This design comes from an exercise in tuning for small area on the open sky130 flow, not from production work. Function was checked by simulation only, so behaviour that the tests miss may differ from the original. Power is estimated from default activity; no workload was simulated.

## test_program
module test_program(
	input logic CLOCK_50, KEY, SERIAL_IN,
	input logic [6:0] EX_IO,
	output logic [17:0] LEDR,
	output logic debug_out,
	output logic [15:0] o_freq,
	output logic [0:6] o_lcd7_0, o_lcd7_1,o_lcd7_2, o_lcd7_3,o_lcd7_4, o_lcd7_5);
export LEC_CHECK = 0
export ABC_AREA = 1
export CAP_MARGIN = 20
export CORE_MARGIN = 2
export CORE_UTILIZATION = 70
export SLEW_MARGIN = 20
create_clock -name core_clock -period 10.0 [get_ports {CLOCK_50}]
standard.sh (not shown) runs the stock make flow with config.mk's settings and CLKGATE_MAP_FILE= SYNTH_SCRIPT=/design/flow/synth_recipe.tcl, a recipe that flattens the netlist after the stock synthesis.
==> flow/flow/run.sh <==
#!/bin/bash
# The standard flow (standard.sh's make line) with these changes:
#  - synthesis: synth_recipe.tcl with a stronger, area-oriented abc script and
#    no half/full adder cells (flow/synth.tcl, flow/abc_area.script)
#  - one tie cell for all constant outputs
#  - port buffers are buf_1
#  - clock tree from larger sink clusters, without dummy loads
# make's full output goes to make.log; ORFS's own per-step logs stay under orfs/logs.
set -euo pipefail
export OWN_WORK=$PWD
export OWN_ABC_SCRIPT=$PWD/flow/abc_area.script
CTS="-repair_clock_nets -dont_use_dummy_load -buf_list {sky130_fd_sc_hd__clkbuf_8} -root_buf sky130_fd_sc_hd__clkbuf_8 -distance_between_buffers 500"
sed -e "s|\"\${@:-finish}\"|SYNTH_SCRIPT=\$OWN_WORK/flow/synth.tcl ADDER_MAP_FILE= SKIP_REPAIR_TIE_FANOUT=1 BUFFER_PORTS_ARGS='-buffer_cell sky130_fd_sc_hd__buf_1' CTS_ARGS='$CTS' \"\${@:-finish}\"|" standard.sh > own_standard.sh
bash own_standard.sh > make.log 2>&1
==> flow/flow/abc_area.script <==
strash
&get -n
&deepsyn -T 60
&put
dch -f
map -a
topo
==> flow/flow/synth.tcl <==
# The standard flow's synthesis (synth_recipe.tcl) with abc run on this flow's own script
# and the half/full adder extraction left out (ADDER_MAP_FILE is empty).
proc abc {args} {
  set i [lsearch -exact $args -script]
  if { $i >= 0 } { lset args [expr { $i + 1 }] $::env(OWN_ABC_SCRIPT) }
  yosys abc {*}$args
}
source $::env(OWN_WORK)/synth_recipe.tcl
The first run finished clean.
Change:
--- a/flow/flow/run.sh
+++ b/flow/flow/run.sh
@@ -11,3 +11,3 @@
 export OWN_ABC_SCRIPT=$PWD/flow/abc_area.script
-CTS="-repair_clock_nets -dont_use_dummy_load -buf_list {sky130_fd_sc_hd__clkbuf_8} -root_buf sky130_fd_sc_hd__clkbuf_8 -distance_between_buffers 500"
+CTS="-sink_clustering_enable -repair_clock_nets -dont_use_dummy_load -sink_clustering_size 30 -sink_clustering_max_diameter 100 -buf_list {sky130_fd_sc_hd__clkbuf_8 sky130_fd_sc_hd__clkbuf_4}"
 sed -e "s|\"\${@:-finish}\"|SYNTH_SCRIPT=\$OWN_WORK/flow/synth.tcl ADDER_MAP_FILE= SKIP_REPAIR_TIE_FANOUT=1 BUFFER_PORTS_ARGS='-buffer_cell sky130_fd_sc_hd__buf_1' CTS_ARGS='$CTS' \"\${@:-finish}\"|" standard.sh > own_standard.sh
Outcome: Synthesized cell count stays the same. Cell area stays the same. Sequential share of layout area stays the same. Cell count is unchanged. Clock skew stays the same. Non-clock buffer count does not change. Routed wire length stays the same.
Change:
--- a/flow/flow/run.sh
+++ b/flow/flow/run.sh
@@ -11,3 +11,3 @@
 export OWN_ABC_SCRIPT=$PWD/flow/abc_area.script
-CTS="-sink_clustering_enable -repair_clock_nets -dont_use_dummy_load -sink_clustering_size 30 -sink_clustering_max_diameter 100 -buf_list {sky130_fd_sc_hd__clkbuf_8 sky130_fd_sc_hd__clkbuf_4}"
+CTS="-sink_clustering_enable -repair_clock_nets -dont_use_dummy_load -sink_clustering_size 40 -sink_clustering_max_diameter 200 -buf_list {sky130_fd_sc_hd__clkbuf_16}"
 sed -e "s|\"\${@:-finish}\"|SYNTH_SCRIPT=\$OWN_WORK/flow/synth.tcl ADDER_MAP_FILE= SKIP_REPAIR_TIE_FANOUT=1 BUFFER_PORTS_ARGS='-buffer_cell sky130_fd_sc_hd__buf_1' CTS_ARGS='$CTS' \"\${@:-finish}\"|" standard.sh > own_standard.sh
Clock skew went down by 0.012 ns.
Routed wire length went up by 5.6%.
Hold slack stays flat.
Power went up by 16%.
Setup slack gets worse by 0.024 ns.
Flip-flop and latch count does not change.
Area after synthesis stays the same.
Count of clock-buffer cells in the layout stays the same.
Via count went up by 1.5%.
Combinational power stays flat.
Change:
==> flow/flow/run.sh (replaced) <==
#!/bin/bash
# The standard flow (standard.sh's make line) with these changes:
#  - synthesis: synth_recipe.tcl with a stronger, area-oriented abc script and
#    no half/full adder cells (flow/synth.tcl, flow/abc_area.script)
#  - port buffers are buf_1
#  - clock tree from clkbuf_4/clkbuf_2 without dummy loads
# make's full output goes to make.log; ORFS's own per-step logs stay under orfs/logs.
set -euo pipefail
export OWN_WORK=$PWD
export OWN_ABC_SCRIPT=$PWD/flow/abc_area.script
sed -e 's|"${@:-finish}"|SYNTH_SCRIPT=$OWN_WORK/flow/synth.tcl ADDER_MAP_FILE= BUFFER_PORTS_ARGS="-buffer_cell sky130_fd_sc_hd__buf_1" CTS_ARGS="-sink_clustering_enable -repair_clock_nets -dont_use_dummy_load -buf_list {sky130_fd_sc_hd__clkbuf_4 sky130_fd_sc_hd__clkbuf_2}" "${@:-finish}"|' standard.sh > own_standard.sh
bash own_standard.sh > make.log 2>&1
CORE_UTILIZATION = 60   (was 70)
What happened: The new run went through all stages and came out clean; synthesized area stays the same; final area fell by 1.6%; sequential share of layout area is higher by 0.56 points; sequential power drops by about 1%.

## what the ideal ports hide
How much do the figures lean on ideal ports? The routed layouts below were timed once more, with nothing changed but the port constraints.
Step 1 sets driving cells, clkbuf_16 on the clock port and buf_2 on the other inputs (assumed; they add their load-dependent delay and slew).
Step 2 also shifts input and output timing later by t, the mid clock arrival at the registers, as if the neighbouring blocks saw the same clock.
Three values: ideal, step 1, step 2; two values: the first two.
run	t (ns)	slack for setup (ns)	hold WS [ns]	clock arrival spread, ns	slew at the worst register clock pin (ns)
the first run	0.353	4.598 / 4.573 / 4.926	0.408 / 0.408 / 0.408	0.027 / 0.027	0.07 / 0.07
the second run	0.353	4.598 / 4.573 / 4.926	0.408 / 0.408 / 0.408	0.027 / 0.027	0.07 / 0.07
the third run	0.343	4.574 / 4.545 / 4.888	0.406 / 0.406 / 0.406	0.017 / 0.017	0.06 / 0.06
the fourth run	0.404	4.381 / 4.354 / 4.758	0.393 / 0.393 / 0.393	0.020 / 0.021	0.10 / 0.10
After both steps setup and hold are still met in every run listed.
